From an optimization exercise on the open Yosys and OpenROAD flow, aimed at small area; shortcuts taken in it are not production practice.
For this run, only the layout was checked, not whether the RTL still works.
Power figures rest on the tool's default switching activity, not on a simulated workload.

### design/flow/config.mk
export PLATFORM = sky130hd
export DESIGN_NAME = cajero
export DESIGN_NICKNAME = cajero
export VERILOG_FILES = /design/flow/design.v
export SDC_FILE = /design/flow/constraint.sdc
export NUM_CORES = 4
export LEC_CHECK = 0
export CAP_MARGIN = 20
export CORE_MARGIN = 2
export CORE_UTILIZATION = 40
export SLEW_MARGIN = 20
export SYNTH_HIERARCHICAL = 1
export SYNTH_MINIMUM_KEEP_SIZE = 0
### design/flow/constraint.sdc
create_clock -name core_clock -period 6.0 [get_ports {Clk}]
set_input_delay 1.2000 -clock core_clock [delete_from_list [all_inputs] [get_ports {Clk}]]
set_output_delay 1.2000 -clock core_clock [all_outputs]
set_load 0.01 [all_outputs]
### design/flow/design.v
module cajero(
  Clk, Reset, PIN, TARJETA_RECIBIDA, TIPO_TRANS, DIGITO, DIGITO_STB,
  MONTO, MONTO_STB, BALANCE_ACTUALIZADO, ENTREGAR_DINERO, FONDOS_INSUFICIENTES,
  PIN_INCORRECTO, ADVERTENCIA, Bloqueo, TIPO_STB
);
input Clk, Reset, TARJETA_RECIBIDA, TIPO_TRANS, DIGITO_STB, MONTO_STB, TIPO_STB;
input [15:0] PIN;
input [3:0] DIGITO;
input [31:0] MONTO;
output reg BALANCE_ACTUALIZADO, ENTREGAR_DINERO, FONDOS_INSUFICIENTES, PIN_INCORRECTO, ADVERTENCIA, Bloqueo;
reg [2:0] q, nq;
reg [1:0] w, nw;
reg [15:0] dig;            
reg [31:0] r;              
wire [31:0] nr;
wire C     = TARJETA_RECIBIDA;
wire lt4   = ~q[2];                      
wire n4    = q[2] & q[1] & ~q[0];        
wire trans = q[2] & q[0];                
wire lock  = q[2] & ~q[1] & ~q[0];
wire match = (dig == PIN);
wire shift = C & DIGITO_STB & lt4;       
wire ok    = C & n4 & match;             
wire go    = ok & TIPO_STB;              
wire bad   = C & n4 & ~match;            
wire L3    = C & w[1] & ~w[0];           
wire tm    = trans & MONTO_STB;          
wire sub = q[1];             
wire rst = ~Reset;
wire [31:0] p, g;         
wire [32:0] c;
wire ge = c[32];
wire upd = tm & (~q[1] | ge);
assign c[0] = sub;
cj_bit_e b0 (.r(r[0]), .m(MONTO[0]), .sub(sub), .c(c[0]), .upd(upd), .rst(rst), .p(p[0]), .g(g[0]), .nr(nr[0]));
cj_ce k0 (.p(p[0]), .g(g[0]), .c(c[0]), .y(c[1]));
cj_bit_o b1 (.r(r[1]), .m(MONTO[1]), .sub(sub), .nc(c[1]), .upd(upd), .rn(Reset), .p(p[1]), .tq(g[1]), .nr(nr[1]));
cj_co k1 (.p(p[1]), .r(r[1]), .tq(g[1]), .c(c[1]), .y(c[2]));
cj_bit_e b2 (.r(r[2]), .m(MONTO[2]), .sub(sub), .c(c[2]), .upd(upd), .rst(rst), .p(p[2]), .g(g[2]), .nr(nr[2]));
cj_ce k2 (.p(p[2]), .g(g[2]), .c(c[2]), .y(c[3]));
cj_bit_o b3 (.r(r[3]), .m(MONTO[3]), .sub(sub), .nc(c[3]), .upd(upd), .rn(Reset), .p(p[3]), .tq(g[3]), .nr(nr[3]));
cj_co k3 (.p(p[3]), .r(r[3]), .tq(g[3]), .c(c[3]), .y(c[4]));
cj_bit_e b4 (.r(r[4]), .m(MONTO[4]), .sub(sub), .c(c[4]), .upd(upd), .rst(rst), .p(p[4]), .g(g[4]), .nr(nr[4]));
cj_ce k4 (.p(p[4]), .g(g[4]), .c(c[4]), .y(c[5]));
cj_bit_o b5 (.r(r[5]), .m(MONTO[5]), .sub(sub), .nc(c[5]), .upd(upd), .rn(Reset), .p(p[5]), .tq(g[5]), .nr(nr[5]));
cj_co k5 (.p(p[5]), .r(r[5]), .tq(g[5]), .c(c[5]), .y(c[6]));
cj_bit_e b6 (.r(r[6]), .m(MONTO[6]), .sub(sub), .c(c[6]), .upd(upd), .rst(rst), .p(p[6]), .g(g[6]), .nr(nr[6]));
cj_ce k6 (.p(p[6]), .g(g[6]), .c(c[6]), .y(c[7]));
cj_bit_o b7 (.r(r[7]), .m(MONTO[7]), .sub(sub), .nc(c[7]), .upd(upd), .rn(Reset), .p(p[7]), .tq(g[7]), .nr(nr[7]));
cj_co k7 (.p(p[7]), .r(r[7]), .tq(g[7]), .c(c[7]), .y(c[8]));
cj_bit_e b8 (.r(r[8]), .m(MONTO[8]), .sub(sub), .c(c[8]), .upd(upd), .rst(rst), .p(p[8]), .g(g[8]), .nr(nr[8]));
cj_ce k8 (.p(p[8]), .g(g[8]), .c(c[8]), .y(c[9]));
cj_bit_o b9 (.r(r[9]), .m(MONTO[9]), .sub(sub), .nc(c[9]), .upd(upd), .rn(Reset), .p(p[9]), .tq(g[9]), .nr(nr[9]));
cj_co k9 (.p(p[9]), .r(r[9]), .tq(g[9]), .c(c[9]), .y(c[10]));
cj_bit_e b10 (.r(r[10]), .m(MONTO[10]), .sub(sub), .c(c[10]), .upd(upd), .rst(rst), .p(p[10]), .g(g[10]), .nr(nr[10]));
cj_ce k10 (.p(p[10]), .g(g[10]), .c(c[10]), .y(c[11]));
cj_bit_o b11 (.r(r[11]), .m(MONTO[11]), .sub(sub), .nc(c[11]), .upd(upd), .rn(Reset), .p(p[11]), .tq(g[11]), .nr(nr[11]));
cj_co k11 (.p(p[11]), .r(r[11]), .tq(g[11]), .c(c[11]), .y(c[12]));
cj_bit_e b12 (.r(r[12]), .m(MONTO[12]), .sub(sub), .c(c[12]), .upd(upd), .rst(rst), .p(p[12]), .g(g[12]), .nr(nr[12]));
cj_ce k12 (.p(p[12]), .g(g[12]), .c(c[12]), .y(c[13]));
cj_bit_o b13 (.r(r[13]), .m(MONTO[13]), .sub(sub), .nc(c[13]), .upd(upd), .rn(Reset), .p(p[13]), .tq(g[13]), .nr(nr[13]));
cj_co k13 (.p(p[13]), .r(r[13]), .tq(g[13]), .c(c[13]), .y(c[14]));
cj_bit_e b14 (.r(r[14]), .m(MONTO[14]), .sub(sub), .c(c[14]), .upd(upd), .rst(rst), .p(p[14]), .g(g[14]), .nr(nr[14]));
cj_ce k14 (.p(p[14]), .g(g[14]), .c(c[14]), .y(c[15]));
cj_bit_o b15 (.r(r[15]), .m(MONTO[15]), .sub(sub), .nc(c[15]), .upd(upd), .rn(Reset), .p(p[15]), .tq(g[15]), .nr(nr[15]));
wire [8:1] g1;
wire p1;
cj_inv gg1_0 (.a(g[8]), .y(g1[1]));
cj_co gg1_1 (.p(p[9]), .r(r[9]), .tq(g[9]), .c(g1[1]), .y(g1[2]));
cj_ce gg1_2 (.p(p[10]), .g(g[10]), .c(g1[2]), .y(g1[3]));
cj_co gg1_3 (.p(p[11]), .r(r[11]), .tq(g[11]), .c(g1[3]), .y(g1[4]));
cj_ce gg1_4 (.p(p[12]), .g(g[12]), .c(g1[4]), .y(g1[5]));
cj_co gg1_5 (.p(p[13]), .r(r[13]), .tq(g[13]), .c(g1[5]), .y(g1[6]));
cj_ce gg1_6 (.p(p[14]), .g(g[14]), .c(g1[6]), .y(g1[7]));
cj_co gg1_7 (.p(p[15]), .r(r[15]), .tq(g[15]), .c(g1[7]), .y(g1[8]));
cj_and8 pp1 (.a(p[15:8]), .y(p1));
cj_skip sk1 (.s(p1), .a1(c[8]), .a0(g1[8]), .y(c[16]));
cj_bit_e b16 (.r(r[16]), .m(MONTO[16]), .sub(sub), .c(c[16]), .upd(upd), .rst(rst), .p(p[16]), .g(g[16]), .nr(nr[16]));
cj_ce k16 (.p(p[16]), .g(g[16]), .c(c[16]), .y(c[17]));
cj_bit_o b17 (.r(r[17]), .m(MONTO[17]), .sub(sub), .nc(c[17]), .upd(upd), .rn(Reset), .p(p[17]), .tq(g[17]), .nr(nr[17]));
cj_co k17 (.p(p[17]), .r(r[17]), .tq(g[17]), .c(c[17]), .y(c[18]));
cj_bit_e b18 (.r(r[18]), .m(MONTO[18]), .sub(sub), .c(c[18]), .upd(upd), .rst(rst), .p(p[18]), .g(g[18]), .nr(nr[18]));
cj_ce k18 (.p(p[18]), .g(g[18]), .c(c[18]), .y(c[19]));
cj_bit_o b19 (.r(r[19]), .m(MONTO[19]), .sub(sub), .nc(c[19]), .upd(upd), .rn(Reset), .p(p[19]), .tq(g[19]), .nr(nr[19]));
cj_co k19 (.p(p[19]), .r(r[19]), .tq(g[19]), .c(c[19]), .y(c[20]));
cj_bit_e b20 (.r(r[20]), .m(MONTO[20]), .sub(sub), .c(c[20]), .upd(upd), .rst(rst), .p(p[20]), .g(g[20]), .nr(nr[20]));
cj_ce k20 (.p(p[20]), .g(g[20]), .c(c[20]), .y(c[21]));
cj_bit_o b21 (.r(r[21]), .m(MONTO[21]), .sub(sub), .nc(c[21]), .upd(upd), .rn(Reset), .p(p[21]), .tq(g[21]), .nr(nr[21]));
cj_co k21 (.p(p[21]), .r(r[21]), .tq(g[21]), .c(c[21]), .y(c[22]));
cj_bit_e b22 (.r(r[22]), .m(MONTO[22]), .sub(sub), .c(c[22]), .upd(upd), .rst(rst), .p(p[22]), .g(g[22]), .nr(nr[22]));
cj_ce k22 (.p(p[22]), .g(g[22]), .c(c[22]), .y(c[23]));
cj_bit_o b23 (.r(r[23]), .m(MONTO[23]), .sub(sub), .nc(c[23]), .upd(upd), .rn(Reset), .p(p[23]), .tq(g[23]), .nr(nr[23]));
wire [8:1] g2;
wire p2;
cj_inv gg2_0 (.a(g[16]), .y(g2[1]));
cj_co gg2_1 (.p(p[17]), .r(r[17]), .tq(g[17]), .c(g2[1]), .y(g2[2]));
cj_ce gg2_2 (.p(p[18]), .g(g[18]), .c(g2[2]), .y(g2[3]));
cj_co gg2_3 (.p(p[19]), .r(r[19]), .tq(g[19]), .c(g2[3]), .y(g2[4]));
cj_ce gg2_4 (.p(p[20]), .g(g[20]), .c(g2[4]), .y(g2[5]));
cj_co gg2_5 (.p(p[21]), .r(r[21]), .tq(g[21]), .c(g2[5]), .y(g2[6]));
cj_ce gg2_6 (.p(p[22]), .g(g[22]), .c(g2[6]), .y(g2[7]));
cj_co gg2_7 (.p(p[23]), .r(r[23]), .tq(g[23]), .c(g2[7]), .y(g2[8]));
cj_and8 pp2 (.a(p[23:16]), .y(p2));
cj_skip sk2 (.s(p2), .a1(c[16]), .a0(g2[8]), .y(c[24]));
cj_bit_e b24 (.r(r[24]), .m(MONTO[24]), .sub(sub), .c(c[24]), .upd(upd), .rst(rst), .p(p[24]), .g(g[24]), .nr(nr[24]));
cj_ce k24 (.p(p[24]), .g(g[24]), .c(c[24]), .y(c[25]));
cj_bit_o b25 (.r(r[25]), .m(MONTO[25]), .sub(sub), .nc(c[25]), .upd(upd), .rn(Reset), .p(p[25]), .tq(g[25]), .nr(nr[25]));
cj_co k25 (.p(p[25]), .r(r[25]), .tq(g[25]), .c(c[25]), .y(c[26]));
cj_bit_e b26 (.r(r[26]), .m(MONTO[26]), .sub(sub), .c(c[26]), .upd(upd), .rst(rst), .p(p[26]), .g(g[26]), .nr(nr[26]));
cj_ce k26 (.p(p[26]), .g(g[26]), .c(c[26]), .y(c[27]));
cj_bit_o b27 (.r(r[27]), .m(MONTO[27]), .sub(sub), .nc(c[27]), .upd(upd), .rn(Reset), .p(p[27]), .tq(g[27]), .nr(nr[27]));
cj_co k27 (.p(p[27]), .r(r[27]), .tq(g[27]), .c(c[27]), .y(c[28]));
cj_bit_e b28 (.r(r[28]), .m(MONTO[28]), .sub(sub), .c(c[28]), .upd(upd), .rst(rst), .p(p[28]), .g(g[28]), .nr(nr[28]));
cj_ce k28 (.p(p[28]), .g(g[28]), .c(c[28]), .y(c[29]));
cj_bit_o b29 (.r(r[29]), .m(MONTO[29]), .sub(sub), .nc(c[29]), .upd(upd), .rn(Reset), .p(p[29]), .tq(g[29]), .nr(nr[29]));
cj_co k29 (.p(p[29]), .r(r[29]), .tq(g[29]), .c(c[29]), .y(c[30]));
cj_bit_e b30 (.r(r[30]), .m(MONTO[30]), .sub(sub), .c(c[30]), .upd(upd), .rst(rst), .p(p[30]), .g(g[30]), .nr(nr[30]));
cj_ce k30 (.p(p[30]), .g(g[30]), .c(c[30]), .y(c[31]));
cj_bit_o b31 (.r(r[31]), .m(MONTO[31]), .sub(sub), .nc(c[31]), .upd(upd), .rn(Reset), .p(p[31]), .tq(g[31]), .nr(nr[31]));
wire [8:1] g3;
wire p3;
cj_inv gg3_0 (.a(g[24]), .y(g3[1]));
cj_co gg3_1 (.p(p[25]), .r(r[25]), .tq(g[25]), .c(g3[1]), .y(g3[2]));
cj_ce gg3_2 (.p(p[26]), .g(g[26]), .c(g3[2]), .y(g3[3]));
cj_co gg3_3 (.p(p[27]), .r(r[27]), .tq(g[27]), .c(g3[3]), .y(g3[4]));
cj_ce gg3_4 (.p(p[28]), .g(g[28]), .c(g3[4]), .y(g3[5]));
cj_co gg3_5 (.p(p[29]), .r(r[29]), .tq(g[29]), .c(g3[5]), .y(g3[6]));
cj_ce gg3_6 (.p(p[30]), .g(g[30]), .c(g3[6]), .y(g3[7]));
cj_co gg3_7 (.p(p[31]), .r(r[31]), .tq(g[31]), .c(g3[7]), .y(g3[8]));
cj_and8 pp3 (.a(p[31:24]), .y(p3));
cj_skip sk3 (.s(p3), .a1(c[24]), .a0(g3[8]), .y(c[32]));
always @(posedge Clk)
  if (shift) dig <= {dig[11:0], DIGITO};
always @(*) begin
  BALANCE_ACTUALIZADO = upd;
  ENTREGAR_DINERO = tm & q[1] & ge;
  FONDOS_INSUFICIENTES = tm & q[1] & ~ge;
  PIN_INCORRECTO = bad;
  ADVERTENCIA = C & w[1] & w[0];
  Bloqueo = lock | L3;
end
always @(*) begin
  nq = q; nw = w;
  if (shift) nq = {q[1] & ~q[0], q[1] | q[0], ~q[1]};    
  if (go) nq = {1'b1, TIPO_TRANS, 1'b1};
  if (bad | tm) nq = 3'b000;
  if (ok) nw = 2'b00;
  if (bad) nw = {w[0], ~w[1]};                          
  if (L3) begin
    nq = 3'b100;
    nw = 2'b00;
  end
end
always @(posedge Clk) begin
  if (!Reset) begin
    q <= 3'b000;
    w <= 2'b00;
  end else begin
    q <= nq;
    w <= nw;
  end
  r <= nr;    
end
endmodule
module cj_bit_e(input r, input m, input sub, input c, input upd, input rst,
                output p, output g, output nr);
  wire t = m ^ sub;
  assign p = r ^ t;
  assign g = r & t;
  assign nr = ~rst & (upd ? (p ^ c) : r);
endmodule
module cj_bit_o(input r, input m, input sub, input nc, input upd, input rn,
                output p, output tq, output nr);
  assign tq = ~(m ^ sub);
  assign p = ~(r ^ tq);
  assign nr = ~rn | (upd ? ~(p ^ nc) : r);
endmodule
module cj_ce(input p, input g, input c, output y);
  assign y = ~(g | (p & c));
endmodule
module cj_co(input p, input r, input tq, input c, output y);
  assign y = ~((r | tq) & (p | c));
endmodule
module cj_inv(input a, output y);
  assign y = ~a;
endmodule
module cj_skip(input s, input a1, input a0, output y);
  assign y = s ? a1 : a0;
endmodule
module cj_and8(input [7:0] a, output y);
  assign y = a[0] & a[2] & a[4] & a[6] & ~(a[1] | a[3] | a[5] | a[7]);
endmodule
### design/flow/flow/run.sh
#!/bin/bash
# Own layout flow: the standard ORFS flow with two changes:
#  - synthesis maps the logic with an area-oriented ABC script (flow/abc_area.script),
#  - ports are buffered with sky130_fd_sc_hd__buf_1 instead of the default buffer,
#  - clock tree synthesis uses clkbuf_8 and adds no dummy loads.
# Each tool's output goes to the ORFS logs under orfs/logs; make's own output to make_*.log.
set -euo pipefail
work=$(pwd)
rm -rf "$work/scripts_area"
cp -r "$FLOW_HOME/scripts" "$work/scripts_area"
cp "$work/flow/abc_area.script" "$work/scripts_area/abc_area.script"
bash standard.sh SCRIPTS_DIR="$work/scripts_area" ABC_AREA=1 \
  "BUFFER_PORTS_ARGS=-buffer_cell sky130_fd_sc_hd__buf_1" \
  "CTS_ARGS=-sink_clustering_enable -repair_clock_nets -dont_use_dummy_load -buf_list sky130_fd_sc_hd__clkbuf_8" \
  finish > "$work/make_finish.log" 2>&1
### design/flow/flow/abc_area.script
strash
dch
map -a
topo
stime -c
### design/flow/standard.sh
#!/bin/bash
# synth_recipe.tcl (not shown) runs the flow's synth.tcl, then flattens the netlist and writes it again
# the make line also repeats each setting of config.mk as NAME=value (left out here)
make -C /OpenROAD-flow-scripts/flow DESIGN_CONFIG=/design/flow/config.mk WORK_HOME=/design/flow/orfs CLKGATE_MAP_FILE= SYNTH_SCRIPT=/design/flow/synth_recipe.tcl "${@:-finish}"
==> run summary <==
-- worst register-to-register path, stage by stage, from the launching register on --
cell	delay, ns
dfxtp_2	0.45
buf_4	0.51
xnor2_1	0.23
xnor2_1	0.36
o22ai_1	0.11
a21oi_1	0.15
o22ai_1	0.09
a21oi_1	0.15
o22ai_1	0.10
a21oi_1	0.16
o22ai_1	0.10
mux2_2	0.31
mux2_2	0.31
a21oi_1	0.21
o22ai_1	0.16
a21oi_1	0.23
o22ai_1	0.15
a21oi_1	0.23
o22ai_1	0.16
a21oi_1	0.18
xor2_1	0.15
o211ai_1	0.09
-- cells in the mapped netlist, types with 16 or more instances --
| cell | n |
|---|---|
| a211oi_1 | 16 |
| a21oi_1 | 30 |
| clkinv_1 | 31 |
| dfxtp_1 | 37 |
| edfxtp_1 | 16 |
| ha_1 | 16 |
| nand2_1 | 23 |
| nor2_1 | 21 |
| o211ai_1 | 17 |
| o22ai_1 | 25 |
| xnor2_1 | 54 |
| xor2_1 | 39 |
-- power groups by stage --
stage	Sequential, W	Clock (W)	Combinational (W)
final	0.000385	0.000185	0.000133
after global routing	0.000386	0.000206	0.000150
after CTS	0.000385	0.000195	0.000133
after detailed placement	0.000393	0	0.000132
after global placement	0.000393	0	0.000131
after floorplan	0.000394	0	0.0000927
-- cell type report --
cell class | instances | area [um^2] | share of cell area [%]
clock buffers | 5 | 68.8 | 1.81
inverters | 31 | 116 | 3.07
multi-input cells | 276 | 1990 | 52.5
flip-flops and latches | 53 | 1220 | 32.2
well taps | 105 | 131 | 3.46
repair buffers | 67 | 263 | 6.93
-- layer usage --
layer | up-vias | share of wire (%)
met5 | - | 0
met4 | 0 | 1.0
met3 | 6 | 3.4
met2 | 43 | 46
met1 | 1209 | 49
li1 | 1431 | -
-- Yosys stat by module, one instance, submodules excluded --
module / cells / flip-flops and latches / times used
cajero: 119 / 53 / 1
cj_and8: 3 / 0 / 3
cj_bit_e: 5 / 0 / 16
cj_bit_o: 6 / 0 / 16
cj_ce: 1 / 0 / 25
cj_co: 1 / 0 / 25
cj_inv: 1 / 0 / 3
cj_skip: 1 / 0 / 3
-- registers in the layout (all words and copies together), names as in the netlist --
signal / count
r: 32
q: 3
dig: 16
w: 2
-- what timing repair did --
item / CTS / global route
hold buffers: 0 / 0
gates resized for setup: 0 / 3
buffers inserted: 0 / 0
setup endpoints to repair: 0 / 3
-- how the worst min path moves through the flow --
stage                startpoint                end  depth (start not counted)
2_1_floorplan  dig[3]$_DFFE_PP_   dig[7]$_DFFE_PP_                          0
3_3_place_gp   dig[3]$_DFFE_PP_   dig[7]$_DFFE_PP_                          0
3_5_place_dp   dig[3]$_DFFE_PP_   dig[7]$_DFFE_PP_                          0
4_1_cts        dig[5]$_DFFE_PP_   dig[9]$_DFFE_PP_                          0
5_1_grt        dig[0]$_DFFE_PP_   dig[4]$_DFFE_PP_                          0
6_report       dig[7]$_DFFE_PP_  dig[11]$_DFFE_PP_                          0
-- kinds of logic (layout without fill, tap and decap cells) --
group | Yosys count | in the layout | share of synthesized area (%)
XOR/XNOR | 93 | 93 | 24.6
AND/OR/NAND/NOR | 69 | 69 | 9.50
adder cells (fa/ha/maj) | 16 | 16 | 6.05
AO/OA/AOI/OAI | 95 | 95 | 18.4
flip-flops | 53 | 53 | 36.9
buffers and inverters | 31 | 103 | 3.52
multiplexers | 3 | 3 | 1.02
-- cells in the final DEF, fill, tap and decap left out, types with 17 or more instances in the layout --
| master | count |
|---|---|
| a21oi_1 | 26 |
| buf_1 | 64 |
| clkinv_1 | 31 |
| dfxtp_1 | 36 |
| nand2_1 | 23 |
| nor2_1 | 21 |
| o211ai_1 | 17 |
| o22ai_1 | 25 |
| xnor2_1 | 54 |
| xor2_1 | 39 |
-- stage by stage --
stage | area, um^2 | total power (W)
2_1_floorplan | 3310 | 0.000487
3_3_place_gp | 3710 | 0.000524
3_5_place_dp | 3710 | 0.000526
4_1_cts | 3780 | 0.000714
5_1_grt | 3790 | 0.000742
6_report | 3790 | 0.000703
==> flow_summary.json <==
{
  "synth_enable_flop_cells": 16,
  "crit_cells": 16,
  "vias": 2689,
  "max_freq_mhz": 178,
  "drc": 0,
  "pwr-share-clk_pct": 26.4,
  "clock_path_buffers": 2,
  "endpoint_kind": "primary output",
  "hold_ws_ns": 0.466,
  "r2r-start": "q[1]$_SDFFE_PP0P_",
  "fin_ws_ns": 0.393,
  "yosys_most_used_dff": "dfxtp_1",
  "n_antenna_cell": 0,
  "antenna_found_initial": 0,
  "vias_per_cell": 5.01,
  "report.final.slew_viol_count": 0,
  "synth_area_leader_cell": "dfxtp_1",
  "rsz0062_at_grt": "no",
  "hold_class": "register to register",
  "port_buffers": 64,
  "async_flop_share_pct": 0,
  "grt_pass1_wl_um": 11300,
  "numCtsBuffers": 5,
  "syn_area_um2": 3310,
  "crit_top_cell": "o22ai_1",
  "cts.sinks": 53,
  "status": "finished clean",
  "final_cells": 537,
  "htree_levels": 2,
  "r2r_end": "r[31]$_DFF_P_",
  "n_fill_cell": 792,
  "die_w_um": 94.9,
  "clk_latency_ns": 0.30,
  "yosysSeqAreaShare_pct": 36.9,
  "worst_setup_path_start_kind": "primary input",
  "row_count": 33,
  "crit_buf_inv": 2,
  "worstSetupEndpoint": "FONDOS_INSUFICIENTES",
  "grt.met1_usage_pct": 21.7,
  "switching_share_pct": 27.1,
  "fin_util_pct": 46.6,
  "syn_avg_cell_area_um2": 9.19,
  "die_h_um": 94.9,
  "cp_cell_sequence": "buf_1 > xor2_1 > ha_1 > a21oi_1 > o22ai_1 > a21oi_2 > o22ai_1 > a21oi_2 > o22ai_1 > a21oi_2 > o22ai_1 > mux2_2 > mux2_2 > mux2_2 > nor3_1 > buf_1",
  "ys_warn_count": 7,
  "routed_wl_um": 6820,
  "power.density_nw_per_um2": 185,
  "required_ns": 4.80,
  "leakage_nw": 1.31,
  "crit_start": "MONTO[0]",
  "core_area_um2": 8130,
  "ctsRootBufferMaster": "clkbuf_8",
  "clk_pin_slew_ns": 0.10,
  "use_met2_pct": 25.9,
  "r2r_slack_ns": 1.29,
  "drtPass1Iterations": 4,
  "comb_power_share_pct": 18.9,
  "r2r_cells": 21,
  "gp_congestion": 0.761,
  "synth_seq_cells": 53,
  "synthCells": 360,
  "synth.distinct_cells": 25,
  "ant_nets": 0,
  "cp_slowest_stage_delay_ns": 0.33,
  "place_ws_ns": 0.231,
  "finalCritPeriodShare_pct": 93.4,
  "grt_usage_pct": 15.8,
  "critPathKind": "primary input to primary output",
  "critical_path_peak_fanout": 3,
  "min_period_ns": 5.61,
  "crit_family": "compound AO/OA/AOI/OAI gates",
  "worstPathArrival_ns": 4.41,
  "dp_hpwl_um": 5010,
  "drive_above_1_share_pct": 4.63,
  "wire_per_inst_um": 12.7,
  "cap_violations": 0,
  "io_pins": 65,
  "final_nets": 509,
  "tns_ns": 0,
  "hold_viol": 0,
  "start_util_pct": 40.7,
  "synth_area_leaders": "dfxtp_1, edfxtp_1, xnor2_1, xor2_1, ha_1",
  "intPower_w": 0.000513,
  "grt_pass1_vias": 2453,
  "grt_use_met3_pct": 2.55,
  "cts_tree": "done",
  "setup_viol": 0,
  "relSlewSlack_pct": 54.6,
  "yosys.area.top_type_share_pct": 22.4,
  "die-area_um2": 9010,
  "crit_slowest_cell": "mux2_2",
  "tightestPinTransition_ns": 0.664,
  "grt.busiest_layer": "met2",
  "syn-num-nets": 435,
  "grt_max_degree": 49,
  "dpl.cell_count": 532,
  "irDropWorstVdd_v": 0.0000813,
  "drt_iter0_drc": 81,
  "seqPwrFrac_pct": 54.7,
  "layout-area-overhead-vs-synth_pct": 14.7,
  "p_switching_w": 0.000191,
  "clock-skew-final_ns": 0.0139,
  "overflow": 0
}

## re-timing with driven ports
In the flow no input, the clock included, has a driving cell. The finished layout below was timed again as built, in two steps. Step 1 (the two cells are an assumption about what drives the block):
set clk [get_ports {Clk}]
set_driving_cell -lib_cell sky130_fd_sc_hd__clkbuf_16 $clk
set_driving_cell -lib_cell sky130_fd_sc_hd__buf_2 [delete_from_list [all_inputs] $clk]
Step 2 also shifts input and output timing later by t, the mid clock arrival at the registers, as if the neighbouring blocks saw the same clock. Three values: no drivers, after step 1, after step 2; two values: the first two.
t (ns): 0.326
setup slack, ns: 0.393 / 0.374 / 0.374
worst hold slack (ns): 0.466 / 0.466 / 0.466
clock arrival spread, ns: 0.014 / 0.014
cell pins on the clock port's net: 1
After both steps setup and hold are still met in this run. For this run, drivers alone change the setup slack by -0.019 ns; drivers and shift together by -0.019 ns.
